Source: an optimization exercise on an open RTL-to-GDS flow (aim: small area, a short achievable clock period and few clock cycles). Production flows keep margins and buffers that such runs may drop. Only simulation tests tie the RTL to the original design; equivalence was not proved.

==> flow/design.v (outline; a module is shown in full before it is edited, if it fits) <==
// module alu: 605 lines
module alu #(
    parameter INST_W = 4,
    parameter INT_W  = 6,
    parameter FRAC_W = 10,
    parameter DATA_W = INT_W + FRAC_W
)(
    input                      i_clk,
    input                      i_rst_n,
    input                      i_in_valid,
    output                     o_busy,
    input         [INST_W-1:0] i_inst,
    input  signed [DATA_W-1:0] i_data_a,
    input  signed [DATA_W-1:0] i_data_b,
    output                     o_out_valid,
    output        [DATA_W-1:0] o_data
);
  // ...
==> flow/flow/run.sh <==
#!/bin/bash
# The standard layout, with faster port buffers and timing repair aimed
# at a shorter period than the design's (the SDC itself is unchanged).
set -euo pipefail
bash standard.sh \
  BUFFER_PORTS_ARGS="-buffer_cell sky130_fd_sc_hd__buf_4" \
  SETUP_SLACK_MARGIN=20.5 \
  finish > standard.log 2>&1
==> flow/standard.sh <==
#!/bin/bash
# synth_recipe.tcl (not shown) runs the flow's synth.tcl, then flattens the netlist and writes it again
# the make line also repeats each setting of config.mk as NAME=value (left out here)
make -C /OpenROAD-flow-scripts/flow DESIGN_CONFIG=/design/flow/config.mk WORK_HOME=/design/flow/orfs CLKGATE_MAP_FILE= SYNTH_SCRIPT=/design/flow/synth_recipe.tcl "${@:-finish}"
==> flow/config.mk <==
export PLATFORM = sky130hd
export DESIGN_NAME = alu
export DESIGN_NICKNAME = alu
export VERILOG_FILES = /design/flow/design.v
export SDC_FILE = /design/flow/constraint.sdc
export NUM_CORES = 4
export LEC_CHECK = 0
export ABC_AREA = 1
export CAP_MARGIN = 20
export CORE_MARGIN = 2
export CORE_UTILIZATION = 40
export SLEW_MARGIN = 20
==> flow/constraint.sdc <==
create_clock -name core_clock -period 27.0 [get_ports {i_clk}]
set_input_delay 5.4000 -clock core_clock [delete_from_list [all_inputs] [get_ports {i_clk}]]
set_output_delay 5.4000 -clock core_clock [all_outputs]
set_load 0.01 [all_outputs]
==> impl_results.md, run 1 <==
* Max reg flops at 112
* Register area at 6540 um2
* Final instance count without filler cells at 5354
* Final HPWL DP at 91600 um
* Final net count at 4665
* Busiest grt layer: met2
* Multi-input logic area at 20200 um2
* DP Worst Slack at 19800 ps
* Synth Area in XOR/XNOR at 6.74%
* Clock buffers at 39
* Crit path DAT at 7070 ps
* Top cell type's share of synthesized area at 13.7%
* Slowest CP cell: o311ai_0
* Post-synthesis simple-gate area fraction at 26.4%
* Final Hold Fails at 0
* Status: complete, no violations
* Number of non-clock inverters at 521
* DP Cell Count at 5295
* Critical Path RT at 27560 ps
* DIE HEIGHT at 276 um
* Crit Reg-Reg Startpoint: a0[0]
* Hold-fix buffer count after cts at 0
* Register share of the cell area at 20.5%
* Register area share after synthesis at 22.0%
* GR Util met1 at 43.0%
* Crit-path most repeated cell: nand2_1
* H-tree depth at 1
* ANT nets after route at 0
* Worst-Margin Slew at 1170 ps
* Total global-route track usage at 31.5%
Testbench counts, summed over its fixed seeds: cycles 3,420.
==> run 2, diff against run 1 <==
--- a/flow/design.v
+++ b/flow/design.v
@@ -79,16 +79,17 @@
 wire [15:0] bx     = is_sub ? ~b0 : b0;
 wire [15:0] sum_r  = a0 + bx + {15'd0, is_sub};
 reg  [15:0] addsub_r;
 always @(*) begin
     if (!a0[15] && !bx[15] && sum_r[15])      addsub_r = 16'h7FFF;
     else if (a0[15] && bx[15] && !sum_r[15])  addsub_r = 16'h8000;
     else                                      addsub_r = sum_r;
 end
+reg  [35:0] acc;
 wire [15:0] ma = a0;
 wire [15:0] mb = b0;
 wire bm_w1 = mb[1];
 wire bm_w2 = mb[0] ^ 1'b0;
 wire bm_w3 = (mb[1] & ~mb[0] & ~1'b0) | (~mb[1] & mb[0] & 1'b0);
 wire bm_w4 = ((bm_w2 & ma[0])) ^ bm_w1;
 wire bm_w5 = ((bm_w2 & ma[1]) | (bm_w3 & ma[0])) ^ bm_w1;
 wire bm_w6 = ((bm_w2 & ma[2]) | (bm_w3 & ma[1])) ^ bm_w1;
@@ -241,243 +242,326 @@
 wire bm_w153 = ((bm_w142 & ma[9]) | (bm_w143 & ma[8])) ^ bm_w141;
 wire bm_w154 = ((bm_w142 & ma[10]) | (bm_w143 & ma[9])) ^ bm_w141;
 wire bm_w155 = ((bm_w142 & ma[11]) | (bm_w143 & ma[10])) ^ bm_w141;
 wire bm_w156 = ((bm_w142 & ma[12]) | (bm_w143 & ma[11])) ^ bm_w141;
 wire bm_w157 = ((bm_w142 & ma[13]) | (bm_w143 & ma[12])) ^ bm_w141;
 wire bm_w158 = ((bm_w142 & ma[14]) | (bm_w143 & ma[13])) ^ bm_w141;
 wire bm_w159 = ((bm_w142 & ma[15]) | (bm_w143 & ma[14])) ^ bm_w141;
 wire bm_w160 = ~(((bm_w142 & ma[15]) | (bm_w143 & ma[15])) ^ bm_w141);
-wire bm_w161 = bm_w14 ^ bm_w32;
-wire bm_w162 = bm_w14 & bm_w32;
-wire bm_w163 = bm_w15 ^ bm_w33;
-wire bm_w164 = bm_w15 & bm_w33;
-wire bm_w165 = bm_w16 ^ bm_w34 ^ bm_w52;
-wire bm_w166 = (bm_w16 & bm_w34) | (bm_w16 & bm_w52) | (bm_w34 & bm_w52);
-wire bm_w167 = bm_w70 ^ bm_w88;
-wire bm_w168 = bm_w70 & bm_w88;
-wire bm_w169 = bm_w17 ^ bm_w35 ^ bm_w53;
-wire bm_w170 = (bm_w17 & bm_w35) | (bm_w17 & bm_w53) | (bm_w35 & bm_w53);
-wire bm_w171 = bm_w71 ^ bm_w89;
-wire bm_w172 = bm_w71 & bm_w89;
-wire bm_w173 = bm_w18 ^ bm_w36 ^ bm_w54;
-wire bm_w174 = (bm_w18 & bm_w36) | (bm_w18 & bm_w54) | (bm_w36 & bm_w54);
-wire bm_w175 = bm_w72 ^ bm_w90 ^ bm_w108;
-wire bm_w176 = (bm_w72 & bm_w90) | (bm_w72 & bm_w108) | (bm_w90 & bm_w108);
-wire bm_w177 = bm_w126 ^ bm_w144;
-wire bm_w178 = bm_w126 & bm_w144;
-wire bm_w179 = bm_w19 ^ bm_w37 ^ bm_w55;
-wire bm_w180 = (bm_w19 & bm_w37) | (bm_w19 & bm_w55) | (bm_w37 & bm_w55);
-wire bm_w181 = bm_w73 ^ bm_w91 ^ bm_w109;
-wire bm_w182 = (bm_w73 & bm_w91) | (bm_w73 & bm_w109) | (bm_w91 & bm_w109);
-wire bm_w183 = bm_w127 ^ bm_w145;
-wire bm_w184 = bm_w127 & bm_w145;
-wire bm_w185 = bm_w20 ^ bm_w38 ^ bm_w56;
-wire bm_w186 = (bm_w20 & bm_w38) | (bm_w20 & bm_w56) | (bm_w38 & bm_w56);
-wire bm_w187 = bm_w74 ^ bm_w92 ^ bm_w110;
-wire bm_w188 = (bm_w74 & bm_w92) | (bm_w74 & bm_w110) | (bm_w92 & bm_w110);
-wire bm_w189 = bm_w128 ^ bm_w146 ^ 1'b1;
-wire bm_w190 = (bm_w128 & bm_w146) | (bm_w128 & 1'b1) | (bm_w146 & 1'b1);
-wire bm_w191 = bm_w39 ^ bm_w57 ^ bm_w75;
-wire bm_w192 = (bm_w39 & bm_w57) | (bm_w39 & bm_w75) | (bm_w57 & bm_w75);
-wire bm_w193 = bm_w93 ^ bm_w111 ^ bm_w129;
-wire bm_w194 = (bm_w93 & bm_w111) | (bm_w93 & bm_w129) | (bm_w111 & bm_w129);
-wire bm_w195 = bm_w147 ^ 1'b1;
-wire bm_w196 = bm_w147 & 1'b1;
-wire bm_w197 = bm_w40 ^ bm_w58 ^ bm_w76;
-wire bm_w198 = (bm_w40 & bm_w58) | (bm_w40 & bm_w76) | (bm_w58 & bm_w76);
-wire bm_w199 = bm_w94 ^ bm_w112 ^ bm_w130;
-wire bm_w200 = (bm_w94 & bm_w112) | (bm_w94 & bm_w130) | (bm_w112 & bm_w130);
-wire bm_w201 = bm_w59 ^ bm_w77 ^ bm_w95;
-wire bm_w202 = (bm_w59 & bm_w77) | (bm_w59 & bm_w95) | (bm_w77 & bm_w95);
-wire bm_w203 = bm_w113 ^ bm_w131;
-wire bm_w204 = bm_w113 & bm_w131;
-wire bm_w205 = bm_w60 ^ bm_w78 ^ bm_w96;
-wire bm_w206 = (bm_w60 & bm_w78) | (bm_w60 & bm_w96) | (bm_w78 & bm_w96);
-wire bm_w207 = bm_w79 ^ bm_w97;
-wire bm_w208 = bm_w79 & bm_w97;
-wire bm_w209 = bm_w10 ^ bm_w28;
-wire bm_w210 = bm_w10 & bm_w28;
-wire bm_w211 = bm_w11 ^ bm_w29;
-wire bm_w212 = bm_w11 & bm_w29;
-wire bm_w213 = bm_w12 ^ bm_w30 ^ bm_w48;
-wire bm_w214 = (bm_w12 & bm_w30) | (bm_w12 & bm_w48) | (bm_w30 & bm_w48);
-wire bm_w215 = bm_w66 ^ bm_w84;
-wire bm_w216 = bm_w66 & bm_w84;
-wire bm_w217 = bm_w13 ^ bm_w31 ^ bm_w49;
-wire bm_w218 = (bm_w13 & bm_w31) | (bm_w13 & bm_w49) | (bm_w31 & bm_w49);
-wire bm_w219 = bm_w67 ^ bm_w85;
-wire bm_w220 = bm_w67 & bm_w85;
-wire bm_w221 = bm_w161 ^ bm_w50 ^ bm_w68;
-wire bm_w222 = (bm_w161 & bm_w50) | (bm_w161 & bm_w68) | (bm_w50 & bm_w68);
-wire bm_w223 = bm_w86 ^ bm_w104 ^ bm_w101;
-wire bm_w224 = (bm_w86 & bm_w104) | (bm_w86 & bm_w101) | (bm_w104 & bm_w101);
-wire bm_w225 = bm_w162 ^ bm_w163 ^ bm_w51;
-wire bm_w226 = (bm_w162 & bm_w163) | (bm_w162 & bm_w51) | (bm_w163 & bm_w51);
-wire bm_w227 = bm_w69 ^ bm_w87 ^ bm_w105;
-wire bm_w228 = (bm_w69 & bm_w87) | (bm_w69 & bm_w105) | (bm_w87 & bm_w105);
-wire bm_w229 = bm_w164 ^ bm_w165 ^ bm_w167;
-wire bm_w230 = (bm_w164 & bm_w165) | (bm_w164 & bm_w167) | (bm_w165 & bm_w167);
-wire bm_w231 = bm_w106 ^ bm_w124 ^ bm_w121;
-wire bm_w232 = (bm_w106 & bm_w124) | (bm_w106 & bm_w121) | (bm_w124 & bm_w121);
-wire bm_w233 = bm_w166 ^ bm_w168 ^ bm_w169;
-wire bm_w234 = (bm_w166 & bm_w168) | (bm_w166 & bm_w169) | (bm_w168 & bm_w169);
-wire bm_w235 = bm_w171 ^ bm_w107 ^ bm_w125;
-wire bm_w236 = (bm_w171 & bm_w107) | (bm_w171 & bm_w125) | (bm_w107 & bm_w125);
-wire bm_w237 = bm_w170 ^ bm_w172 ^ bm_w173;
-wire bm_w238 = (bm_w170 & bm_w172) | (bm_w170 & bm_w173) | (bm_w172 & bm_w173);
-wire bm_w239 = bm_w175 ^ bm_w177 ^ bm_w141;
-wire bm_w240 = (bm_w175 & bm_w177) | (bm_w175 & bm_w141) | (bm_w177 & bm_w141);
-wire bm_w241 = bm_w174 ^ bm_w176 ^ bm_w178;
-wire bm_w242 = (bm_w174 & bm_w176) | (bm_w174 & bm_w178) | (bm_w176 & bm_w178);
-wire bm_w243 = bm_w179 ^ bm_w181 ^ bm_w183;
-wire bm_w244 = (bm_w179 & bm_w181) | (bm_w179 & bm_w183) | (bm_w181 & bm_w183);
-wire bm_w245 = bm_w180 ^ bm_w182 ^ bm_w184;
-wire bm_w246 = (bm_w180 & bm_w182) | (bm_w180 & bm_w184) | (bm_w182 & bm_w184);
-wire bm_w247 = bm_w185 ^ bm_w187 ^ bm_w189;
-wire bm_w248 = (bm_w185 & bm_w187) | (bm_w185 & bm_w189) | (bm_w187 & bm_w189);
-wire bm_w249 = bm_w186 ^ bm_w188 ^ bm_w190;
-wire bm_w250 = (bm_w186 & bm_w188) | (bm_w186 & bm_w190) | (bm_w188 & bm_w190);
-wire bm_w251 = bm_w191 ^ bm_w193 ^ bm_w195;
-wire bm_w252 = (bm_w191 & bm_w193) | (bm_w191 & bm_w195) | (bm_w193 & bm_w195);
-wire bm_w253 = bm_w192 ^ bm_w194 ^ bm_w196;
-wire bm_w254 = (bm_w192 & bm_w194) | (bm_w192 & bm_w196) | (bm_w194 & bm_w196);
-wire bm_w255 = bm_w197 ^ bm_w199 ^ bm_w148;
-wire bm_w256 = (bm_w197 & bm_w199) | (bm_w197 & bm_w148) | (bm_w199 & bm_w148);
-wire bm_w257 = bm_w198 ^ bm_w200 ^ bm_w201;
-wire bm_w258 = (bm_w198 & bm_w200) | (bm_w198 & bm_w201) | (bm_w200 & bm_w201);
-wire bm_w259 = bm_w203 ^ bm_w149 ^ 1'b1;
-wire bm_w260 = (bm_w203 & bm_w149) | (bm_w203 & 1'b1) | (bm_w149 & 1'b1);
-wire bm_w261 = bm_w202 ^ bm_w204 ^ bm_w205;
-wire bm_w262 = (bm_w202 & bm_w204) | (bm_w202 & bm_w205) | (bm_w204 & bm_w205);
-wire bm_w263 = bm_w114 ^ bm_w132 ^ bm_w150;
-wire bm_w264 = (bm_w114 & bm_w132) | (bm_w114 & bm_w150) | (bm_w132 & bm_w150);
-wire bm_w265 = bm_w206 ^ bm_w207 ^ bm_w115;
-wire bm_w266 = (bm_w206 & bm_w207) | (bm_w206 & bm_w115) | (bm_w207 & bm_w115);
-wire bm_w267 = bm_w133 ^ bm_w151 ^ 1'b1;
-wire bm_w268 = (bm_w133 & bm_w151) | (bm_w133 & 1'b1) | (bm_w151 & 1'b1);
-wire bm_w269 = bm_w208 ^ bm_w80 ^ bm_w98;
-wire bm_w270 = (bm_w208 & bm_w80) | (bm_w208 & bm_w98) | (bm_w80 & bm_w98);
-wire bm_w271 = bm_w116 ^ bm_w134 ^ bm_w152;
-wire bm_w272 = (bm_w116 & bm_w134) | (bm_w116 & bm_w152) | (bm_w134 & bm_w152);
-wire bm_w273 = bm_w99 ^ bm_w117 ^ bm_w135;
-wire bm_w274 = (bm_w99 & bm_w117) | (bm_w99 & bm_w135) | (bm_w117 & bm_w135);
-wire bm_w275 = bm_w153 ^ 1'b1;
-wire bm_w276 = bm_w153 & 1'b1;
-wire bm_w277 = bm_w100 ^ bm_w118 ^ bm_w136;
-wire bm_w278 = (bm_w100 & bm_w118) | (bm_w100 & bm_w136) | (bm_w118 & bm_w136);
-wire bm_w279 = bm_w119 ^ bm_w137;
-wire bm_w280 = bm_w119 & bm_w137;
-wire bm_w281 = bm_w8 ^ bm_w26;
-wire bm_w282 = bm_w8 & bm_w26;
-wire bm_w283 = bm_w9 ^ bm_w27;
-wire bm_w284 = bm_w9 & bm_w27;
-wire bm_w285 = bm_w209 ^ bm_w46 ^ bm_w64;
-wire bm_w286 = (bm_w209 & bm_w46) | (bm_w209 & bm_w64) | (bm_w46 & bm_w64);
-wire bm_w287 = bm_w210 ^ bm_w211 ^ bm_w47;
-wire bm_w288 = (bm_w210 & bm_w211) | (bm_w210 & bm_w47) | (bm_w211 & bm_w47);
-wire bm_w289 = bm_w212 ^ bm_w213 ^ bm_w215;
-wire bm_w290 = (bm_w212 & bm_w213) | (bm_w212 & bm_w215) | (bm_w213 & bm_w215);
-wire bm_w291 = bm_w214 ^ bm_w216 ^ bm_w217;
-wire bm_w292 = (bm_w214 & bm_w216) | (bm_w214 & bm_w217) | (bm_w216 & bm_w217);
-wire bm_w293 = bm_w218 ^ bm_w220 ^ bm_w221;
-wire bm_w294 = (bm_w218 & bm_w220) | (bm_w218 & bm_w221) | (bm_w220 & bm_w221);
-wire bm_w295 = bm_w222 ^ bm_w224 ^ bm_w225;
-wire bm_w296 = (bm_w222 & bm_w224) | (bm_w222 & bm_w225) | (bm_w224 & bm_w225);
-wire bm_w297 = bm_w226 ^ bm_w228 ^ bm_w229;
-wire bm_w298 = (bm_w226 & bm_w228) | (bm_w226 & bm_w229) | (bm_w228 & bm_w229);
-wire bm_w299 = bm_w230 ^ bm_w232 ^ bm_w233;
-wire bm_w300 = (bm_w230 & bm_w232) | (bm_w230 & bm_w233) | (bm_w232 & bm_w233);
-wire bm_w301 = bm_w234 ^ bm_w236 ^ bm_w237;
-wire bm_w302 = (bm_w234 & bm_w236) | (bm_w234 & bm_w237) | (bm_w236 & bm_w237);
-wire bm_w303 = bm_w238 ^ bm_w240 ^ bm_w241;
-wire bm_w304 = (bm_w238 & bm_w240) | (bm_w238 & bm_w241) | (bm_w240 & bm_w241);
-wire bm_w305 = bm_w242 ^ bm_w244 ^ bm_w245;
-wire bm_w306 = (bm_w242 & bm_w244) | (bm_w242 & bm_w245) | (bm_w244 & bm_w245);
-wire bm_w307 = bm_w246 ^ bm_w248 ^ bm_w249;
-wire bm_w308 = (bm_w246 & bm_w248) | (bm_w246 & bm_w249) | (bm_w248 & bm_w249);
-wire bm_w309 = bm_w250 ^ bm_w252 ^ bm_w253;
-wire bm_w310 = (bm_w250 & bm_w252) | (bm_w250 & bm_w253) | (bm_w252 & bm_w253);
-wire bm_w311 = bm_w254 ^ bm_w256 ^ bm_w257;
-wire bm_w312 = (bm_w254 & bm_w256) | (bm_w254 & bm_w257) | (bm_w256 & bm_w257);
-wire bm_w313 = bm_w258 ^ bm_w260 ^ bm_w261;
-wire bm_w314 = (bm_w258 & bm_w260) | (bm_w258 & bm_w261) | (bm_w260 & bm_w261);
-wire bm_w315 = bm_w262 ^ bm_w264 ^ bm_w265;
-wire bm_w316 = (bm_w262 & bm_w264) | (bm_w262 & bm_w265) | (bm_w264 & bm_w265);
-wire bm_w317 = bm_w266 ^ bm_w268 ^ bm_w269;
-wire bm_w318 = (bm_w266 & bm_w268) | (bm_w266 & bm_w269) | (bm_w268 & bm_w269);
-wire bm_w319 = bm_w270 ^ bm_w272 ^ bm_w273;
-wire bm_w320 = (bm_w270 & bm_w272) | (bm_w270 & bm_w273) | (bm_w272 & bm_w273);
-wire bm_w321 = bm_w274 ^ bm_w276 ^ bm_w277;
-wire bm_w322 = (bm_w274 & bm_w276) | (bm_w274 & bm_w277) | (bm_w276 & bm_w277);
-wire bm_w323 = bm_w278 ^ bm_w279 ^ bm_w155;
-wire bm_w324 = (bm_w278 & bm_w279) | (bm_w278 & bm_w155) | (bm_w279 & bm_w155);
-wire bm_w325 = bm_w280 ^ bm_w120 ^ bm_w138;
-wire bm_w326 = (bm_w280 & bm_w120) | (bm_w280 & bm_w138) | (bm_w120 & bm_w138);
+wire bm_w161 = bm_w18 ^ bm_w36;
+wire bm_w162 = bm_w18 & bm_w36;
+wire bm_w163 = bm_w19 ^ bm_w37;
+wire bm_w164 = bm_w19 & bm_w37;
+wire bm_w165 = bm_w20 ^ bm_w38 ^ bm_w56;
+wire bm_w166 = (bm_w20 & bm_w38) | (bm_w20 & bm_w56) | (bm_w38 & bm_w56);
+wire bm_w167 = bm_w39 ^ bm_w57;
+wire bm_w168 = bm_w39 & bm_w57;
+wire bm_w169 = bm_w12 ^ bm_w30;
+wire bm_w170 = bm_w12 & bm_w30;
+wire bm_w171 = bm_w13 ^ bm_w31;
+wire bm_w172 = bm_w13 & bm_w31;
+wire bm_w173 = bm_w14 ^ bm_w32 ^ bm_w50;
+wire bm_w174 = (bm_w14 & bm_w32) | (bm_w14 & bm_w50) | (bm_w32 & bm_w50);
+wire bm_w175 = bm_w68 ^ bm_w86;
+wire bm_w176 = bm_w68 & bm_w86;
+wire bm_w177 = bm_w15 ^ bm_w33 ^ bm_w51;
+wire bm_w178 = (bm_w15 & bm_w33) | (bm_w15 & bm_w51) | (bm_w33 & bm_w51);
+wire bm_w179 = bm_w69 ^ bm_w87;
+wire bm_w180 = bm_w69 & bm_w87;
+wire bm_w181 = bm_w16 ^ bm_w34 ^ bm_w52;
+wire bm_w182 = (bm_w16 & bm_w34) | (bm_w16 & bm_w52) | (bm_w34 & bm_w52);
+wire bm_w183 = bm_w70 ^ bm_w88 ^ bm_w106;
+wire bm_w184 = (bm_w70 & bm_w88) | (bm_w70 & bm_w106) | (bm_w88 & bm_w106);
+wire bm_w185 = bm_w124 ^ bm_w121;
+wire bm_w186 = bm_w124 & bm_w121;
+wire bm_w187 = bm_w17 ^ bm_w35 ^ bm_w53;
+wire bm_w188 = (bm_w17 & bm_w35) | (bm_w17 & bm_w53) | (bm_w35 & bm_w53);
+wire bm_w189 = bm_w71 ^ bm_w89 ^ bm_w107;
+wire bm_w190 = (bm_w71 & bm_w89) | (bm_w71 & bm_w107) | (bm_w89 & bm_w107);
+wire bm_w191 = bm_w125 ^ acc[13];
+wire bm_w192 = bm_w125 & acc[13];
+wire bm_w193 = bm_w161 ^ bm_w54 ^ bm_w72;
+wire bm_w194 = (bm_w161 & bm_w54) | (bm_w161 & bm_w72) | (bm_w54 & bm_w72);
+wire bm_w195 = bm_w90 ^ bm_w108 ^ bm_w126;
+wire bm_w196 = (bm_w90 & bm_w108) | (bm_w90 & bm_w126) | (bm_w108 & bm_w126);
+wire bm_w197 = bm_w144 ^ bm_w141 ^ acc[14];
+wire bm_w198 = (bm_w144 & bm_w141) | (bm_w144 & acc[14]) | (bm_w141 & acc[14]);
+wire bm_w199 = bm_w162 ^ bm_w163 ^ bm_w55;
+wire bm_w200 = (bm_w162 & bm_w163) | (bm_w162 & bm_w55) | (bm_w163 & bm_w55);
+wire bm_w201 = bm_w73 ^ bm_w91 ^ bm_w109;
+wire bm_w202 = (bm_w73 & bm_w91) | (bm_w73 & bm_w109) | (bm_w91 & bm_w109);
+wire bm_w203 = bm_w127 ^ bm_w145 ^ acc[15];
+wire bm_w204 = (bm_w127 & bm_w145) | (bm_w127 & acc[15]) | (bm_w145 & acc[15]);
+wire bm_w205 = bm_w164 ^ bm_w165 ^ bm_w74;
+wire bm_w206 = (bm_w164 & bm_w165) | (bm_w164 & bm_w74) | (bm_w165 & bm_w74);
+wire bm_w207 = bm_w92 ^ bm_w110 ^ bm_w128;
+wire bm_w208 = (bm_w92 & bm_w110) | (bm_w92 & bm_w128) | (bm_w110 & bm_w128);
+wire bm_w209 = bm_w146 ^ acc[16] ^ 1'b1;
+wire bm_w210 = (bm_w146 & acc[16]) | (bm_w146 & 1'b1) | (acc[16] & 1'b1);
+wire bm_w211 = bm_w166 ^ bm_w167 ^ bm_w75;
+wire bm_w212 = (bm_w166 & bm_w167) | (bm_w166 & bm_w75) | (bm_w167 & bm_w75);
+wire bm_w213 = bm_w93 ^ bm_w111 ^ bm_w129;
+wire bm_w214 = (bm_w93 & bm_w111) | (bm_w93 & bm_w129) | (bm_w111 & bm_w129);
+wire bm_w215 = bm_w147 ^ acc[17] ^ 1'b1;
+wire bm_w216 = (bm_w147 & acc[17]) | (bm_w147 & 1'b1) | (acc[17] & 1'b1);
+wire bm_w217 = bm_w168 ^ bm_w40 ^ bm_w58;
+wire bm_w218 = (bm_w168 & bm_w40) | (bm_w168 & bm_w58) | (bm_w40 & bm_w58);
+wire bm_w219 = bm_w76 ^ bm_w94 ^ bm_w112;
+wire bm_w220 = (bm_w76 & bm_w94) | (bm_w76 & bm_w112) | (bm_w94 & bm_w112);
+wire bm_w221 = bm_w130 ^ bm_w148 ^ acc[18];
+wire bm_w222 = (bm_w130 & bm_w148) | (bm_w130 & acc[18]) | (bm_w148 & acc[18]);
+wire bm_w223 = bm_w59 ^ bm_w77 ^ bm_w95;
+wire bm_w224 = (bm_w59 & bm_w77) | (bm_w59 & bm_w95) | (bm_w77 & bm_w95);
+wire bm_w225 = bm_w113 ^ bm_w131 ^ bm_w149;
+wire bm_w226 = (bm_w113 & bm_w131) | (bm_w113 & bm_w149) | (bm_w131 & bm_w149);
+wire bm_w227 = acc[19] ^ 1'b1;
+wire bm_w228 = acc[19] & 1'b1;
+wire bm_w229 = bm_w60 ^ bm_w78 ^ bm_w96;
+wire bm_w230 = (bm_w60 & bm_w78) | (bm_w60 & bm_w96) | (bm_w78 & bm_w96);
+wire bm_w231 = bm_w114 ^ bm_w132 ^ bm_w150;
+wire bm_w232 = (bm_w114 & bm_w132) | (bm_w114 & bm_w150) | (bm_w132 & bm_w150);
+wire bm_w233 = bm_w79 ^ bm_w97 ^ bm_w115;
+wire bm_w234 = (bm_w79 & bm_w97) | (bm_w79 & bm_w115) | (bm_w97 & bm_w115);
+wire bm_w235 = bm_w133 ^ bm_w151;
+wire bm_w236 = bm_w133 & bm_w151;
+wire bm_w237 = bm_w80 ^ bm_w98 ^ bm_w116;
+wire bm_w238 = (bm_w80 & bm_w98) | (bm_w80 & bm_w116) | (bm_w98 & bm_w116);
+wire bm_w239 = bm_w99 ^ bm_w117;
+wire bm_w240 = bm_w99 & bm_w117;
+wire bm_w241 = bm_w8 ^ bm_w26;
+wire bm_w242 = bm_w8 & bm_w26;
+wire bm_w243 = bm_w9 ^ bm_w27;
+wire bm_w244 = bm_w9 & bm_w27;
+wire bm_w245 = bm_w10 ^ bm_w28 ^ bm_w46;
+wire bm_w246 = (bm_w10 & bm_w28) | (bm_w10 & bm_w46) | (bm_w28 & bm_w46);
+wire bm_w247 = bm_w64 ^ bm_w61;
+wire bm_w248 = bm_w64 & bm_w61;
+wire bm_w249 = bm_w11 ^ bm_w29 ^ bm_w47;
+wire bm_w250 = (bm_w11 & bm_w29) | (bm_w11 & bm_w47) | (bm_w29 & bm_w47);
+wire bm_w251 = bm_w65 ^ acc[7];
+wire bm_w252 = bm_w65 & acc[7];
+wire bm_w253 = bm_w169 ^ bm_w48 ^ bm_w66;
+wire bm_w254 = (bm_w169 & bm_w48) | (bm_w169 & bm_w66) | (bm_w48 & bm_w66);
+wire bm_w255 = bm_w84 ^ bm_w81 ^ acc[8];
+wire bm_w256 = (bm_w84 & bm_w81) | (bm_w84 & acc[8]) | (bm_w81 & acc[8]);
+wire bm_w257 = bm_w170 ^ bm_w171 ^ bm_w49;
+wire bm_w258 = (bm_w170 & bm_w171) | (bm_w170 & bm_w49) | (bm_w171 & bm_w49);
+wire bm_w259 = bm_w67 ^ bm_w85 ^ acc[9];
+wire bm_w260 = (bm_w67 & bm_w85) | (bm_w67 & acc[9]) | (bm_w85 & acc[9]);
+wire bm_w261 = bm_w172 ^ bm_w173 ^ bm_w175;
+wire bm_w262 = (bm_w172 & bm_w173) | (bm_w172 & bm_w175) | (bm_w173 & bm_w175);
+wire bm_w263 = bm_w104 ^ bm_w101 ^ acc[10];
+wire bm_w264 = (bm_w104 & bm_w101) | (bm_w104 & acc[10]) | (bm_w101 & acc[10]);
+wire bm_w265 = bm_w174 ^ bm_w176 ^ bm_w177;
+wire bm_w266 = (bm_w174 & bm_w176) | (bm_w174 & bm_w177) | (bm_w176 & bm_w177);
+wire bm_w267 = bm_w179 ^ bm_w105 ^ acc[11];
+wire bm_w268 = (bm_w179 & bm_w105) | (bm_w179 & acc[11]) | (bm_w105 & acc[11]);
+wire bm_w269 = bm_w178 ^ bm_w180 ^ bm_w181;
+wire bm_w270 = (bm_w178 & bm_w180) | (bm_w178 & bm_w181) | (bm_w180 & bm_w181);
+wire bm_w271 = bm_w183 ^ bm_w185 ^ acc[12];
+wire bm_w272 = (bm_w183 & bm_w185) | (bm_w183 & acc[12]) | (bm_w185 & acc[12]);
+wire bm_w273 = bm_w182 ^ bm_w184 ^ bm_w186;
+wire bm_w274 = (bm_w182 & bm_w184) | (bm_w182 & bm_w186) | (bm_w184 & bm_w186);
+wire bm_w275 = bm_w187 ^ bm_w189 ^ bm_w191;
+wire bm_w276 = (bm_w187 & bm_w189) | (bm_w187 & bm_w191) | (bm_w189 & bm_w191);
+wire bm_w277 = bm_w188 ^ bm_w190 ^ bm_w192;
+wire bm_w278 = (bm_w188 & bm_w190) | (bm_w188 & bm_w192) | (bm_w190 & bm_w192);
+wire bm_w279 = bm_w193 ^ bm_w195 ^ bm_w197;
+wire bm_w280 = (bm_w193 & bm_w195) | (bm_w193 & bm_w197) | (bm_w195 & bm_w197);
+wire bm_w281 = bm_w194 ^ bm_w196 ^ bm_w198;
+wire bm_w282 = (bm_w194 & bm_w196) | (bm_w194 & bm_w198) | (bm_w196 & bm_w198);
+wire bm_w283 = bm_w199 ^ bm_w201 ^ bm_w203;
+wire bm_w284 = (bm_w199 & bm_w201) | (bm_w199 & bm_w203) | (bm_w201 & bm_w203);
+wire bm_w285 = bm_w200 ^ bm_w202 ^ bm_w204;
+wire bm_w286 = (bm_w200 & bm_w202) | (bm_w200 & bm_w204) | (bm_w202 & bm_w204);
+wire bm_w287 = bm_w205 ^ bm_w207 ^ bm_w209;
+wire bm_w288 = (bm_w205 & bm_w207) | (bm_w205 & bm_w209) | (bm_w207 & bm_w209);
+wire bm_w289 = bm_w206 ^ bm_w208 ^ bm_w210;
+wire bm_w290 = (bm_w206 & bm_w208) | (bm_w206 & bm_w210) | (bm_w208 & bm_w210);
+wire bm_w291 = bm_w211 ^ bm_w213 ^ bm_w215;
+wire bm_w292 = (bm_w211 & bm_w213) | (bm_w211 & bm_w215) | (bm_w213 & bm_w215);
+wire bm_w293 = bm_w212 ^ bm_w214 ^ bm_w216;
+wire bm_w294 = (bm_w212 & bm_w214) | (bm_w212 & bm_w216) | (bm_w214 & bm_w216);
+wire bm_w295 = bm_w217 ^ bm_w219 ^ bm_w221;
+wire bm_w296 = (bm_w217 & bm_w219) | (bm_w217 & bm_w221) | (bm_w219 & bm_w221);
+wire bm_w297 = bm_w218 ^ bm_w220 ^ bm_w222;
+wire bm_w298 = (bm_w218 & bm_w220) | (bm_w218 & bm_w222) | (bm_w220 & bm_w222);
+wire bm_w299 = bm_w223 ^ bm_w225 ^ bm_w227;
+wire bm_w300 = (bm_w223 & bm_w225) | (bm_w223 & bm_w227) | (bm_w225 & bm_w227);
+wire bm_w301 = bm_w224 ^ bm_w226 ^ bm_w228;
+wire bm_w302 = (bm_w224 & bm_w226) | (bm_w224 & bm_w228) | (bm_w226 & bm_w228);
+wire bm_w303 = bm_w229 ^ bm_w231 ^ acc[20];
+wire bm_w304 = (bm_w229 & bm_w231) | (bm_w229 & acc[20]) | (bm_w231 & acc[20]);
+wire bm_w305 = bm_w230 ^ bm_w232 ^ bm_w233;
+wire bm_w306 = (bm_w230 & bm_w232) | (bm_w230 & bm_w233) | (bm_w232 & bm_w233);
+wire bm_w307 = bm_w235 ^ acc[21] ^ 1'b1;
+wire bm_w308 = (bm_w235 & acc[21]) | (bm_w235 & 1'b1) | (acc[21] & 1'b1);
+wire bm_w309 = bm_w234 ^ bm_w236 ^ bm_w237;
+wire bm_w310 = (bm_w234 & bm_w236) | (bm_w234 & bm_w237) | (bm_w236 & bm_w237);
+wire bm_w311 = bm_w134 ^ bm_w152 ^ acc[22];
+wire bm_w312 = (bm_w134 & bm_w152) | (bm_w134 & acc[22]) | (bm_w152 & acc[22]);
+wire bm_w313 = bm_w238 ^ bm_w239 ^ bm_w135;
+wire bm_w314 = (bm_w238 & bm_w239) | (bm_w238 & bm_w135) | (bm_w239 & bm_w135);
+wire bm_w315 = bm_w153 ^ acc[23] ^ 1'b1;
+wire bm_w316 = (bm_w153 & acc[23]) | (bm_w153 & 1'b1) | (acc[23] & 1'b1);
+wire bm_w317 = bm_w240 ^ bm_w100 ^ bm_w118;
+wire bm_w318 = (bm_w240 & bm_w100) | (bm_w240 & bm_w118) | (bm_w100 & bm_w118);
+wire bm_w319 = bm_w136 ^ bm_w154 ^ acc[24];
+wire bm_w320 = (bm_w136 & bm_w154) | (bm_w136 & acc[24]) | (bm_w154 & acc[24]);
+wire bm_w321 = bm_w119 ^ bm_w137 ^ bm_w155;
+wire bm_w322 = (bm_w119 & bm_w137) | (bm_w119 & bm_w155) | (bm_w137 & bm_w155);
+wire bm_w323 = acc[25] ^ 1'b1;
+wire bm_w324 = acc[25] & 1'b1;
+wire bm_w325 = bm_w120 ^ bm_w138 ^ bm_w156;
+wire bm_w326 = (bm_w120 & bm_w138) | (bm_w120 & bm_w156) | (bm_w138 & bm_w156);
 wire bm_w327 = bm_w139 ^ bm_w157;
 wire bm_w328 = bm_w139 & bm_w157;
 wire bm_w329 = bm_w6 ^ bm_w24;
 wire bm_w330 = bm_w6 & bm_w24;
 wire bm_w331 = bm_w7 ^ bm_w25;
 wire bm_w332 = bm_w7 & bm_w25;
-wire bm_w333 = bm_w281 ^ bm_w44 ^ bm_w41;
-wire bm_w334 = (bm_w281 & bm_w44) | (bm_w281 & bm_w41) | (bm_w44 & bm_w41);
-wire bm_w335 = bm_w282 ^ bm_w283 ^ bm_w45;
-wire bm_w336 = (bm_w282 & bm_w283) | (bm_w282 & bm_w45) | (bm_w283 & bm_w45);
-wire bm_w337 = bm_w284 ^ bm_w285 ^ bm_w61;
-wire bm_w338 = (bm_w284 & bm_w285) | (bm_w284 & bm_w61) | (bm_w285 & bm_w61);
-wire bm_w339 = bm_w286 ^ bm_w287 ^ bm_w65;
-wire bm_w340 = (bm_w286 & bm_w287) | (bm_w286 & bm_w65) | (bm_w287 & bm_w65);
-wire bm_w341 = bm_w288 ^ bm_w289 ^ bm_w81;
-wire bm_w342 = (bm_w288 & bm_w289) | (bm_w288 & bm_w81) | (bm_w289 & bm_w81);
-wire bm_w343 = bm_w290 ^ bm_w291 ^ bm_w219;
-wire bm_w344 = (bm_w290 & bm_w291) | (bm_w290 & bm_w219) | (bm_w291 & bm_w219);
-wire bm_w345 = bm_w292 ^ bm_w293 ^ bm_w223;
-wire bm_w346 = (bm_w292 & bm_w293) | (bm_w292 & bm_w223) | (bm_w293 & bm_w223);
-wire bm_w347 = bm_w294 ^ bm_w295 ^ bm_w227;
-wire bm_w348 = (bm_w294 & bm_w295) | (bm_w294 & bm_w227) | (bm_w295 & bm_w227);
-wire bm_w349 = bm_w296 ^ bm_w297 ^ bm_w231;
-wire bm_w350 = (bm_w296 & bm_w297) | (bm_w296 & bm_w231) | (bm_w297 & bm_w231);
-wire bm_w351 = bm_w298 ^ bm_w299 ^ bm_w235;
-wire bm_w352 = (bm_w298 & bm_w299) | (bm_w298 & bm_w235) | (bm_w299 & bm_w235);
-wire bm_w353 = bm_w300 ^ bm_w301 ^ bm_w239;
-wire bm_w354 = (bm_w300 & bm_w301) | (bm_w300 & bm_w239) | (bm_w301 & bm_w239);
-wire bm_w355 = bm_w302 ^ bm_w303 ^ bm_w243;
-wire bm_w356 = (bm_w302 & bm_w303) | (bm_w302 & bm_w243) | (bm_w303 & bm_w243);
-wire bm_w357 = bm_w304 ^ bm_w305 ^ bm_w247;
-wire bm_w358 = (bm_w304 & bm_w305) | (bm_w304 & bm_w247) | (bm_w305 & bm_w247);
-wire bm_w359 = bm_w306 ^ bm_w307 ^ bm_w251;
-wire bm_w360 = (bm_w306 & bm_w307) | (bm_w306 & bm_w251) | (bm_w307 & bm_w251);
-wire bm_w361 = bm_w308 ^ bm_w309 ^ bm_w255;
-wire bm_w362 = (bm_w308 & bm_w309) | (bm_w308 & bm_w255) | (bm_w309 & bm_w255);
-wire bm_w363 = bm_w310 ^ bm_w311 ^ bm_w259;
-wire bm_w364 = (bm_w310 & bm_w311) | (bm_w310 & bm_w259) | (bm_w311 & bm_w259);
-wire bm_w365 = bm_w312 ^ bm_w313 ^ bm_w263;
-wire bm_w366 = (bm_w312 & bm_w313) | (bm_w312 & bm_w263) | (bm_w313 & bm_w263);
-wire bm_w367 = bm_w314 ^ bm_w315 ^ bm_w267;
-wire bm_w368 = (bm_w314 & bm_w315) | (bm_w314 & bm_w267) | (bm_w315 & bm_w267);
-wire bm_w369 = bm_w316 ^ bm_w317 ^ bm_w271;
-wire bm_w370 = (bm_w316 & bm_w317) | (bm_w316 & bm_w271) | (bm_w317 & bm_w271);
-wire bm_w371 = bm_w318 ^ bm_w319 ^ bm_w275;
-wire bm_w372 = (bm_w318 & bm_w319) | (bm_w318 & bm_w275) | (bm_w319 & bm_w275);
-wire bm_w373 = bm_w320 ^ bm_w321 ^ bm_w154;
-wire bm_w374 = (bm_w320 & bm_w321) | (bm_w320 & bm_w154) | (bm_w321 & bm_w154);
-wire bm_w375 = bm_w322 ^ bm_w323 ^ 1'b1;
-wire bm_w376 = (bm_w322 & bm_w323) | (bm_w322 & 1'b1) | (bm_w323 & 1'b1);
-wire bm_w377 = bm_w324 ^ bm_w325 ^ bm_w156;
-wire bm_w378 = (bm_w324 & bm_w325) | (bm_w324 & bm_w156) | (bm_w325 & bm_w156);
-wire bm_w379 = bm_w326 ^ bm_w327 ^ 1'b1;
-wire bm_w380 = (bm_w326 & bm_w327) | (bm_w326 & 1'b1) | (bm_w327 & 1'b1);
+wire bm_w333 = bm_w241 ^ bm_w44 ^ bm_w41;
+wire bm_w334 = (bm_w241 & bm_w44) | (bm_w241 & bm_w41) | (bm_w44 & bm_w41);
+wire bm_w335 = bm_w242 ^ bm_w243 ^ bm_w45;
+wire bm_w336 = (bm_w242 & bm_w243) | (bm_w242 & bm_w45) | (bm_w243 & bm_w45);
+wire bm_w337 = bm_w244 ^ bm_w245 ^ bm_w247;
+wire bm_w338 = (bm_w244 & bm_w245) | (bm_w244 & bm_w247) | (bm_w245 & bm_w247);
+wire bm_w339 = bm_w246 ^ bm_w248 ^ bm_w249;
+wire bm_w340 = (bm_w246 & bm_w248) | (bm_w246 & bm_w249) | (bm_w248 & bm_w249);
+wire bm_w341 = bm_w250 ^ bm_w252 ^ bm_w253;
+wire bm_w342 = (bm_w250 & bm_w252) | (bm_w250 & bm_w253) | (bm_w252 & bm_w253);
+wire bm_w343 = bm_w254 ^ bm_w256 ^ bm_w257;
+wire bm_w344 = (bm_w254 & bm_w256) | (bm_w254 & bm_w257) | (bm_w256 & bm_w257);
+wire bm_w345 = bm_w258 ^ bm_w260 ^ bm_w261;
+wire bm_w346 = (bm_w258 & bm_w260) | (bm_w258 & bm_w261) | (bm_w260 & bm_w261);
+wire bm_w347 = bm_w262 ^ bm_w264 ^ bm_w265;
+wire bm_w348 = (bm_w262 & bm_w264) | (bm_w262 & bm_w265) | (bm_w264 & bm_w265);
+wire bm_w349 = bm_w266 ^ bm_w268 ^ bm_w269;
+wire bm_w350 = (bm_w266 & bm_w268) | (bm_w266 & bm_w269) | (bm_w268 & bm_w269);
+wire bm_w351 = bm_w270 ^ bm_w272 ^ bm_w273;
+wire bm_w352 = (bm_w270 & bm_w272) | (bm_w270 & bm_w273) | (bm_w272 & bm_w273);
+wire bm_w353 = bm_w274 ^ bm_w276 ^ bm_w277;
+wire bm_w354 = (bm_w274 & bm_w276) | (bm_w274 & bm_w277) | (bm_w276 & bm_w277);
+wire bm_w355 = bm_w278 ^ bm_w280 ^ bm_w281;
+wire bm_w356 = (bm_w278 & bm_w280) | (bm_w278 & bm_w281) | (bm_w280 & bm_w281);
+wire bm_w357 = bm_w282 ^ bm_w284 ^ bm_w285;
+wire bm_w358 = (bm_w282 & bm_w284) | (bm_w282 & bm_w285) | (bm_w284 & bm_w285);
+wire bm_w359 = bm_w286 ^ bm_w288 ^ bm_w289;
+wire bm_w360 = (bm_w286 & bm_w288) | (bm_w286 & bm_w289) | (bm_w288 & bm_w289);
+wire bm_w361 = bm_w290 ^ bm_w292 ^ bm_w293;
+wire bm_w362 = (bm_w290 & bm_w292) | (bm_w290 & bm_w293) | (bm_w292 & bm_w293);
+wire bm_w363 = bm_w294 ^ bm_w296 ^ bm_w297;
+wire bm_w364 = (bm_w294 & bm_w296) | (bm_w294 & bm_w297) | (bm_w296 & bm_w297);
+wire bm_w365 = bm_w298 ^ bm_w300 ^ bm_w301;
+wire bm_w366 = (bm_w298 & bm_w300) | (bm_w298 & bm_w301) | (bm_w300 & bm_w301);
+wire bm_w367 = bm_w302 ^ bm_w304 ^ bm_w305;
+wire bm_w368 = (bm_w302 & bm_w304) | (bm_w302 & bm_w305) | (bm_w304 & bm_w305);
+wire bm_w369 = bm_w306 ^ bm_w308 ^ bm_w309;
+wire bm_w370 = (bm_w306 & bm_w308) | (bm_w306 & bm_w309) | (bm_w308 & bm_w309);
+wire bm_w371 = bm_w310 ^ bm_w312 ^ bm_w313;
+wire bm_w372 = (bm_w310 & bm_w312) | (bm_w310 & bm_w313) | (bm_w312 & bm_w313);
+wire bm_w373 = bm_w314 ^ bm_w316 ^ bm_w317;
+wire bm_w374 = (bm_w314 & bm_w316) | (bm_w314 & bm_w317) | (bm_w316 & bm_w317);
+wire bm_w375 = bm_w318 ^ bm_w320 ^ bm_w321;
+wire bm_w376 = (bm_w318 & bm_w320) | (bm_w318 & bm_w321) | (bm_w320 & bm_w321);
+wire bm_w377 = bm_w322 ^ bm_w324 ^ bm_w325;
+wire bm_w378 = (bm_w322 & bm_w324) | (bm_w322 & bm_w325) | (bm_w324 & bm_w325);
+wire bm_w379 = bm_w326 ^ bm_w327 ^ acc[27];
+wire bm_w380 = (bm_w326 & bm_w327) | (bm_w326 & acc[27]) | (bm_w327 & acc[27]);
 wire bm_w381 = bm_w328 ^ bm_w140 ^ bm_w158;
 wire bm_w382 = (bm_w328 & bm_w140) | (bm_w328 & bm_w158) | (bm_w140 & bm_w158);
-wire bm_w383 = bm_w159 ^ 1'b1;
-wire bm_w384 = bm_w159 & 1'b1;
-wire [31:0] bm_x = {1'b1, bm_w384, bm_w382, bm_w380, bm_w378, bm_w376, bm_w374, bm_w372, bm_w370, bm_w368, bm_w366, bm_w364, bm_w362, bm_w360, bm_w358, bm_w356, bm_w354, bm_w352, bm_w350, bm_w348, bm_w346, bm_w344, bm_w342, bm_w340, bm_w338, bm_w336, bm_w334, bm_w332, bm_w330, bm_w329, bm_w5, bm_w4};
-wire [31:0] bm_y = {1'b0, bm_w160, bm_w383, bm_w381, bm_w379, bm_w377, bm_w375, bm_w373, bm_w371, bm_w369, bm_w367, bm_w365, bm_w363, bm_w361, bm_w359, bm_w357, bm_w355, bm_w353, bm_w351, bm_w349, bm_w347, bm_w345, bm_w343, bm_w341, bm_w339, bm_w337, bm_w335, bm_w333, bm_w331, bm_w21, 1'b0, bm_w1};
-wire [31:0] prod = bm_x + bm_y;
+wire bm_w383 = bm_w159 ^ acc[29];
+wire bm_w384 = bm_w159 & acc[29];
+wire bm_w385 = bm_w4 ^ bm_w1;
+wire bm_w386 = bm_w4 & bm_w1;
+wire bm_w387 = bm_w5 ^ acc[1];
+wire bm_w388 = bm_w5 & acc[1];
+wire bm_w389 = bm_w329 ^ bm_w21 ^ acc[2];
+wire bm_w390 = (bm_w329 & bm_w21) | (bm_w329 & acc[2]) | (bm_w21 & acc[2]);
+wire bm_w391 = bm_w330 ^ bm_w331 ^ acc[3];
+wire bm_w392 = (bm_w330 & bm_w331) | (bm_w330 & acc[3]) | (bm_w331 & acc[3]);
+wire bm_w393 = bm_w332 ^ bm_w333 ^ acc[4];
+wire bm_w394 = (bm_w332 & bm_w333) | (bm_w332 & acc[4]) | (bm_w333 & acc[4]);
+wire bm_w395 = bm_w334 ^ bm_w335 ^ acc[5];
+wire bm_w396 = (bm_w334 & bm_w335) | (bm_w334 & acc[5]) | (bm_w335 & acc[5]);
+wire bm_w397 = bm_w336 ^ bm_w337 ^ acc[6];
+wire bm_w398 = (bm_w336 & bm_w337) | (bm_w336 & acc[6]) | (bm_w337 & acc[6]);
+wire bm_w399 = bm_w338 ^ bm_w339 ^ bm_w251;
+wire bm_w400 = (bm_w338 & bm_w339) | (bm_w338 & bm_w251) | (bm_w339 & bm_w251);
+wire bm_w401 = bm_w340 ^ bm_w341 ^ bm_w255;
+wire bm_w402 = (bm_w340 & bm_w341) | (bm_w340 & bm_w255) | (bm_w341 & bm_w255);
+wire bm_w403 = bm_w342 ^ bm_w343 ^ bm_w259;
+wire bm_w404 = (bm_w342 & bm_w343) | (bm_w342 & bm_w259) | (bm_w343 & bm_w259);
+wire bm_w405 = bm_w344 ^ bm_w345 ^ bm_w263;
+wire bm_w406 = (bm_w344 & bm_w345) | (bm_w344 & bm_w263) | (bm_w345 & bm_w263);
+wire bm_w407 = bm_w346 ^ bm_w347 ^ bm_w267;
+wire bm_w408 = (bm_w346 & bm_w347) | (bm_w346 & bm_w267) | (bm_w347 & bm_w267);
+wire bm_w409 = bm_w348 ^ bm_w349 ^ bm_w271;
+wire bm_w410 = (bm_w348 & bm_w349) | (bm_w348 & bm_w271) | (bm_w349 & bm_w271);
+wire bm_w411 = bm_w350 ^ bm_w351 ^ bm_w275;
+wire bm_w412 = (bm_w350 & bm_w351) | (bm_w350 & bm_w275) | (bm_w351 & bm_w275);
+wire bm_w413 = bm_w352 ^ bm_w353 ^ bm_w279;
+wire bm_w414 = (bm_w352 & bm_w353) | (bm_w352 & bm_w279) | (bm_w353 & bm_w279);
+wire bm_w415 = bm_w354 ^ bm_w355 ^ bm_w283;
+wire bm_w416 = (bm_w354 & bm_w355) | (bm_w354 & bm_w283) | (bm_w355 & bm_w283);
+wire bm_w417 = bm_w356 ^ bm_w357 ^ bm_w287;
+wire bm_w418 = (bm_w356 & bm_w357) | (bm_w356 & bm_w287) | (bm_w357 & bm_w287);
+wire bm_w419 = bm_w358 ^ bm_w359 ^ bm_w291;
+wire bm_w420 = (bm_w358 & bm_w359) | (bm_w358 & bm_w291) | (bm_w359 & bm_w291);
+wire bm_w421 = bm_w360 ^ bm_w361 ^ bm_w295;
+wire bm_w422 = (bm_w360 & bm_w361) | (bm_w360 & bm_w295) | (bm_w361 & bm_w295);
+wire bm_w423 = bm_w362 ^ bm_w363 ^ bm_w299;
+wire bm_w424 = (bm_w362 & bm_w363) | (bm_w362 & bm_w299) | (bm_w363 & bm_w299);
+wire bm_w425 = bm_w364 ^ bm_w365 ^ bm_w303;
+wire bm_w426 = (bm_w364 & bm_w365) | (bm_w364 & bm_w303) | (bm_w365 & bm_w303);
+wire bm_w427 = bm_w366 ^ bm_w367 ^ bm_w307;
+wire bm_w428 = (bm_w366 & bm_w367) | (bm_w366 & bm_w307) | (bm_w367 & bm_w307);
+wire bm_w429 = bm_w368 ^ bm_w369 ^ bm_w311;
+wire bm_w430 = (bm_w368 & bm_w369) | (bm_w368 & bm_w311) | (bm_w369 & bm_w311);
+wire bm_w431 = bm_w370 ^ bm_w371 ^ bm_w315;
+wire bm_w432 = (bm_w370 & bm_w371) | (bm_w370 & bm_w315) | (bm_w371 & bm_w315);
+wire bm_w433 = bm_w372 ^ bm_w373 ^ bm_w319;
+wire bm_w434 = (bm_w372 & bm_w373) | (bm_w372 & bm_w319) | (bm_w373 & bm_w319);
+wire bm_w435 = bm_w374 ^ bm_w375 ^ bm_w323;
+wire bm_w436 = (bm_w374 & bm_w375) | (bm_w374 & bm_w323) | (bm_w375 & bm_w323);
+wire bm_w437 = bm_w376 ^ bm_w377 ^ acc[26];
+wire bm_w438 = (bm_w376 & bm_w377) | (bm_w376 & acc[26]) | (bm_w377 & acc[26]);
+wire bm_w439 = bm_w378 ^ bm_w379 ^ 1'b1;
+wire bm_w440 = (bm_w378 & bm_w379) | (bm_w378 & 1'b1) | (bm_w379 & 1'b1);
+wire bm_w441 = bm_w380 ^ bm_w381 ^ acc[28];
+wire bm_w442 = (bm_w380 & bm_w381) | (bm_w380 & acc[28]) | (bm_w381 & acc[28]);
+wire bm_w443 = bm_w382 ^ bm_w383 ^ 1'b1;
+wire bm_w444 = (bm_w382 & bm_w383) | (bm_w382 & 1'b1) | (bm_w383 & 1'b1);
+wire bm_w445 = bm_w384 ^ bm_w160 ^ acc[30];
+wire bm_w446 = (bm_w384 & bm_w160) | (bm_w384 & acc[30]) | (bm_w160 & acc[30]);
+wire bm_w447 = acc[31] ^ 1'b1;
+wire bm_w448 = acc[31] & 1'b1;
+wire bm_w449 = acc[32] ^ 1'b1;
+wire bm_w450 = acc[32] & 1'b1;
+wire bm_w451 = acc[33] ^ 1'b1;
+wire bm_w452 = acc[33] & 1'b1;
+wire bm_w453 = acc[34] ^ 1'b1;
+wire bm_w454 = acc[34] & 1'b1;
+wire bm_w455 = acc[35] ^ 1'b1;
+wire bm_w456 = acc[35] & 1'b1;
+wire [35:0] bm_x = {bm_w454, bm_w452, bm_w450, bm_w448, bm_w446, bm_w444, bm_w442, bm_w440, bm_w438, bm_w436, bm_w434, bm_w432, bm_w430, bm_w428, bm_w426, bm_w424, bm_w422, bm_w420, bm_w418, bm_w416, bm_w414, bm_w412, bm_w410, bm_w408, bm_w406, bm_w404, bm_w402, bm_w400, bm_w398, bm_w396, bm_w394, bm_w392, bm_w390, bm_w388, bm_w386, bm_w385};
+wire [35:0] bm_y = {bm_w455, bm_w453, bm_w451, bm_w449, bm_w447, bm_w445, bm_w443, bm_w441, bm_w439, bm_w437, bm_w435, bm_w433, bm_w431, bm_w429, bm_w427, bm_w425, bm_w423, bm_w421, bm_w419, bm_w417, bm_w415, bm_w413, bm_w411, bm_w409, bm_w407, bm_w405, bm_w403, bm_w401, bm_w399, bm_w397, bm_w395, bm_w393, bm_w391, bm_w389, bm_w387, acc[0]};
+wire [35:0] mac   = bm_x + bm_y;
+wire        psign = (a0[15] ^ b0[15]) && (|a0) && (|b0);
+reg  [35:0] acc_n;
+always @(*) begin
+    if (!psign && !acc[35] && mac[35])      acc_n = {1'b0, {35{1'b1}}};
+    else if (psign && acc[35] && !mac[35])  acc_n = {1'b1, {35{1'b0}}};
+    else                                    acc_n = mac;
+end
+always @(posedge i_clk or negedge i_rst_n) begin
+    if (!i_rst_n) acc <= 36'd0;
+    else if (mac0) acc <= acc_n;
+end
 wire [11:0] sin_x = a0[11:0];
 wire [10:0] sin_u = sin_x[11] ? (~sin_x[10:0] + 11'd1) : sin_x[10:0];
 wire [12:0] sin_rom;
 localparam [2047:0] SIN_T0 = 2048'h71c70e3c78f0e1e1e1f0f83e0f81f01f80ff00ff800fff800007fffffffffff80000fff800ff807f80f7871e38f1c71ce38c739c6739cc663319998cccccc9999b3266cd9366d936c926dbffe003ff007f807f80fc07e07e07c1f83e1f078471e38e71c71ce39c639ce718ce7398ce63399ccc66633333199999999b33332666ccd993266c99326c9b26c9b64db649b6d924924924924925b6d24b6d25b4b696d2d2d2d2d2d2d296b4a5ad294a5294a56b5a95ad4ad4ad5a952a54a952ad5aa55aad56ab55aa955aab556aa9556aaa5556aaa95554aaaad55556aaaaab55555552aaaaaaaaa55555555555555552aaaaaaaaaaaaaaaaaaaaaaaaaaaaaaaaaaaa;
 assign sin_rom[0] = SIN_T0[sin_u];
 localparam [2047:0] SIN_T1 = 2048'hfc0fe03f80fe01fe00ff801ff800fff8000ffff8000007fffffffffffffffffffff000000ffff8000f7f81fc0fe07e0fc0f83e0783e0f87c3e1e1f0f0f0f1e1e3c3870e1c78e1c70e38e3fffffc00007fff8000fff8007ff801ffc01ff8007e03f07e07e0fc1f83e0f81f0f83e0f07c3e1f0f8783c3c3e1e1e1e1e3c3c3c7870f1e1c3870e1c38f1c38f1c78e3871c71e38e38e38e38e39c71c738e39c738e71ce31ce31ce31ce738c631ce739ce7398c6319ce7318ce6319cc67319cce63399cce673399cce66333998cce6673339998ccce66673333199998cccccc666666633333333339999999999999999ccccccccccccccccccccccccccccccccccccc;
 assign sin_rom[1] = SIN_T1[sin_u];
 localparam [2047:0] SIN_T2 = 2048'h3ffe0007ffe0001ffff800007fffff800000007fffffffffffffffffffffffffffffffff3fffffff08001fff0007ff000ffc007fc00ff803fe01ff00ff01fe03fc07f01f80fe07f03f03ffffffffff80000000ffffff800001ffffe000078003ff8007ff001ffc00ffe00ffdff007fc01ff007fc03fc01fe01fe03fc03f807f01fe03f80fe03f01fc0fe07f03f81f81fc0fc0fc0fc0fc1f81f83f03e07c0f81f03e0fc1f03e0f83f07c1f07c1f07c1f07c1e0f83e0f07c1e0f87c1e0f07c3e1f0f87c3e1f0f87c3c1e0f0f8783c3e1e0f0f078783c3c1e1e1f0f0f0f87878783c3c3c3c3c1e1e1e1e1e1e1e1e0f0f0f0f0f0f0f0f0f0f0f0f0f0f0f0f0f0f0;
@@ -558,48 +642,36 @@
     4'b0000, 4'b0001: res0 = addsub_r;
     4'b0011:          res0 = {3'b000, sin_m};
     4'b0100:          res0 = gray_r;
     4'b0101, 4'b0110: res0 = fs_r;
     4'b0111:          res0 = clz_r;
     default:          res0 = rm_r;
     endcase
 end
-reg [31:0] r1;
-always @(posedge i_clk) r1 <= (op0 == 4'b0010) ? prod : {16'd0, res0};
-reg  [35:0] acc;
-wire [35:0] mac = {{4{r1[31]}}, r1} + acc;
-reg  [35:0] acc_n;
-always @(*) begin
-    if (!r1[31] && !acc[35] && mac[35])      acc_n = {1'b0, {35{1'b1}}};
-    else if (r1[31] && acc[35] && !mac[35])  acc_n = {1'b1, {35{1'b0}}};
-    else                                     acc_n = mac;
-end
-always @(posedge i_clk or negedge i_rst_n) begin
-    if (!i_rst_n) acc <= 36'd0;
-    else if (s1_mac) acc <= acc_n;
-end
+reg [15:0] r1;
+always @(posedge i_clk) r1 <= res0;
 reg [15:0] mac_r;
 always @(*) begin
-    if (acc_n[35] == 1'b0) begin
-        if (acc_n[34:0] >= {{10{1'b0}}, {16{1'b1}}, {9{1'b0}}}) mac_r = 16'h7FFF;
-        else mac_r = acc_n[25:10] + {15'd0, acc_n[9]};
+    if (acc[35] == 1'b0) begin
+        if (acc[34:0] >= {{10{1'b0}}, {16{1'b1}}, {9{1'b0}}}) mac_r = 16'h7FFF;
+        else mac_r = acc[25:10] + {15'd0, acc[9]};
     end else begin
-        if (acc_n[34:0] <= {{10{1'b1}}, {16{1'b0}}, {9{1'b1}}}) mac_r = 16'h8000;
-        else mac_r = acc_n[25:10] + {15'd0, acc_n[9]};
+        if (acc[34:0] <= {{10{1'b1}}, {16{1'b0}}, {9{1'b1}}}) mac_r = 16'h8000;
+        else mac_r = acc[25:10] + {15'd0, acc[9]};
     end
 end
 wire [12:0] sin_s = s1_neg ? (~r1[12:0] + 13'd1) : r1[12:0];
 wire [2:0]  tc    = t_cnt[2:0];
 wire [1:0]  t_lst = (tc == 3'd7) ? r7lo : a0[(14-tc*2)+:2];
 wire [15:0] t_col = {m[tc], t_lst};
 wire [15:0] t_0   = s0_row ? {m[0][11:0], a0[15:14], i_data_a[15:14]}
                            : {m[0], i_data_a[15:14]};
 reg [15:0] o_data_r;
 always @(posedge i_clk) begin
     if (last_in)     o_data_r <= t_0;
     else if (t_cnt[3]) o_data_r <= t_col;
     else if (s1_mac) o_data_r <= mac_r;
     else if (s1_sin) o_data_r <= {{3{sin_s[12]}}, sin_s};
-    else             o_data_r <= r1[15:0];
+    else             o_data_r <= r1;
 end
 assign o_data = o_data_r;
 endmodule
==> run 2 against run 1 <==
Synthesized area shrank 2.2%. Highest routed layer unchanged. Synthesized cell count shrank 0.90%. Still clean. Largest cell class unchanged. Sequential cell count shrank 16.
==> impl_results.md, run 2 <==
* Max transition margin at 22.3%
* Setup violators final at 0
* Starting Density at 40.5%
* Setup TNS at 0 ps
* Crit path buf inv count at 1
* Total global-route track usage at 32.4% (+0.92 points)
* Asr flop ratio synth at 21.0%
* Commonest non-fill, non-tap cell in the layout: nand2_1
* First-pass GRT wire length at 185000 um
* Final net count at 4653 (-0.26%)
* Pre-antenna DRT Iters at 7
* Met2 WL at 55000 um
* Top cell type's share of synthesized area at 17.6% (+4.0 points)
* Port Buffers at 56
* Crit path max fanout at 2
* Family with the most delay on the worst path: flip-flops
* CTS max path bufs at 3
* Met3 WL post-DR at 11400 um
* Worst hold path type: register to register
* FILL cells at 7656
* CP Launch Point: busy_r
* DP Worst Slack at 19340 ps (-462 ps)
* Max-slew violations at 0
* DP Area at 30000 um2
* Slowest Stage Delay on Critical Path at 420 ps
* GR Overflow Total at 0
* Core ar. at 71600 um2
* Final instance count without filler cells at 5322 (-0.60%)
* Netlist cell types at 64
* Final Hold Fails at 0 (unchanged)
* Worst path depth at 1
* Vias in the first global route at 29700
* CTS buffer count at 25
* Die X-Extent at 273 um
* GP Congestion at 1.07
* Max reg flops at 112 (unchanged)
* Path depth of the worst reg2reg path at 24
* Final Skew at 34.9 ps
* FF-to-FF End: acc[23]
* Vias after detailed routing at 31300
* DRC errors left at 0
* Post-Syn Area at 29000 um2
* Initial antenna violation count at 5
* Hold-fix buffer count after cts at 0 (unchanged)
* ANT nets after route at 0 (unchanged)
* Largest net degree at the start of global routing at 69
* Critical path endpoint category: output pin
* Routed WL at 124000 um
* Synth warn at 2
* Final HPWL DP at 90800 um (-0.89%)
* Status: complete, no violations
* Final Critical Period at 6510 ps
* WS Path Type: register to output pin
* Vias per cell at 5.88
* Final Instance Area at 31300 um2
* IO Pins at 57
* M1 WL at 49100 um
* R2r setup slk at 20770 ps
* Rows at 98
* Worst-path cell chain: buf_6
* DRT iter0 DRCs at 3989
* Clock Latency Late Sink at 590 ps
* Worst-Margin Slew at 1150 ps (-18.0 ps)
* Die ar. at 74600 um2
* Ys flop type: edfxtp_1
* Regs by FF count: m (112), acc (36)
* Largest area contributor in the netlist: nand2_1
* Top Metal Used: met5
* P&R area growth vs syn at 7.81%
* Syn_nets at 4700
* CTS root buffer: clkbuf_16
* Most common cell in the netlist: nand2_1
* Crit start category: register
* Slowest CP cell: dfrtp_1
* Worst hold slack at 446 ps
* Post-synth EDFFs at 130
* Top cells by count, synth: nand2_1 (1361), inv_1 (428), nand3_1 (328)
* H-tree depth at 1 (unchanged)
* Routed wire length per instance at 23.3 um
* Crit path DAT at 1110 ps (-5960 ps)
* Share of cells above drive strength 1 at 7.44%
* DP Cell Count at 5236 (-1.1%)
* Critical Path RT at 21600 ps (-5960 ps)
* Clk pin slew, worst setup/hold paths at 60 ps
* Clock Sinks at 233
* Tcrit/Tclk final at 24.1%
* Critical Path End: o_busy
* MaxCap Viol Count at 0
* TritonCTS clock tree: done
* Register name with the most flops: m
* Crit Reg-Reg Startpoint: a0[14]
* Final setup margin at 20490 ps
* Most frequent cells in the layout: nand2_1 (1354), inv_1 (421), nand3_1 (328), nor2_1 (283), a21oi_1 (266)
* Register area share after synthesis at 21.4% (-0.61 points)
* DIE HEIGHT at 273 um (-1.1%)
* Synth top area cells: nand2_1 (18%), edfxtp_1 (13%), fa_1 (8.5%)
* Max Clk Rate at 154 MHz
* Syn Inst Count at 4398
* Unrepaired setup endpoints after global routing: true
* Mean Syn Cell Area at 6.59 um2
* #FFs+latches synth at 233
## run 2: kinds of logic after synthesis
kind of cell    Yosys count  synth area share [%]
mux                       3                 0.112
xor+xnor                232                  7.01
simple gates           2173                  31.4
buf+inv                 690                  9.79
flops                   233                  21.4
fa+ha+maj               263                  14.5
compound gates          804                  15.7
## run 2: how the worst min path moves through the flow
stage                 start     endpoint  depth (start not counted)
CTS                 m[3][7]      m[3][9]                          0
global route        m[5][3]      m[5][5]                          0
floorplan            s1_res  out_valid_r                          1
global placement     s1_res  out_valid_r                          1
finish              m[5][3]      m[5][5]                          0
detailed placement  m[1][3]      m[1][5]                          0
## run 2: layer usage
metal	vias to the layer above	GRT usage [%]
li1	14400	-
met1	14700	41.5
met2	1783	51.4
met3	454	5.18
met4	2	19.7
met5	-	0
## run 2: stage by stage
step                      utilization [%]
after floorplan                         -
after global placement               41.9
after detailed placement             41.9
after CTS                            43.2
after global routing                 43.6
final                                43.6
## run 2: area by class of cell
type	instances	area (um2)	area share, %
repair buffers	160	1230	3.93
multi-input cells	3475	20000	64.1
diodes	2	5.00	0.0160
clock inverters	19	181	0.581
well taps	950	1190	3.80
flip-flops and latches	233	6220	19.9
inverters	456	1750	5.59
clock buffers	27	633	2.03
## run 2: worst register-to-register path, delay by kind of cell, from the launching register on
kind / cells / cell delay [ps]
fa+ha+maj: 6 / 2500
buf+inv: 7 / 1070
compound gates: 5 / 1030
flops: 1 / 740
simple gates: 5 / 590
xor+xnor: 1 / 130
## run 2: timing repair
item / in CTS / in global routing
gates resized for setup: 20 / 22
setup endpoints to repair: 39 / 36
hold endpoints to repair: 0 / 0
buffers inserted: 6 / 31
pin swaps: 1 / 3
Testbench counts of run 2, summed over its fixed seeds: cycles 3,420.

[re-timing with driven ports]
No port has a modelled driver above. Below, the same layouts with a new extraction and two added sets of constraints. Step 1 assumes that a clkbuf_16 drives the clock port and a buf_2 every other input. Step 2 adds t to the input delays and takes it off the output delays; t is the mean of the earliest and latest rising clock arrival at the registers after step 1. Input paths then give back, and output paths get back, about the clock's delay inside the block. a / b / c = ideal ports / drivers / drivers and shift; a / b = the first two.
run | shift t [ns] | slack for setup (ns) | pins driven straight from the clock port
run 1 | 0.663 | 20.492 / 20.427 / 20.167 | 1
run 2 | 0.623 | 20.486 / 20.431 / 20.345 | 1
After both steps setup and hold are still met in every run listed. For run 1, which loses most, drivers alone change the setup slack by -0.065 ns; drivers and shift together by -0.325 ns.
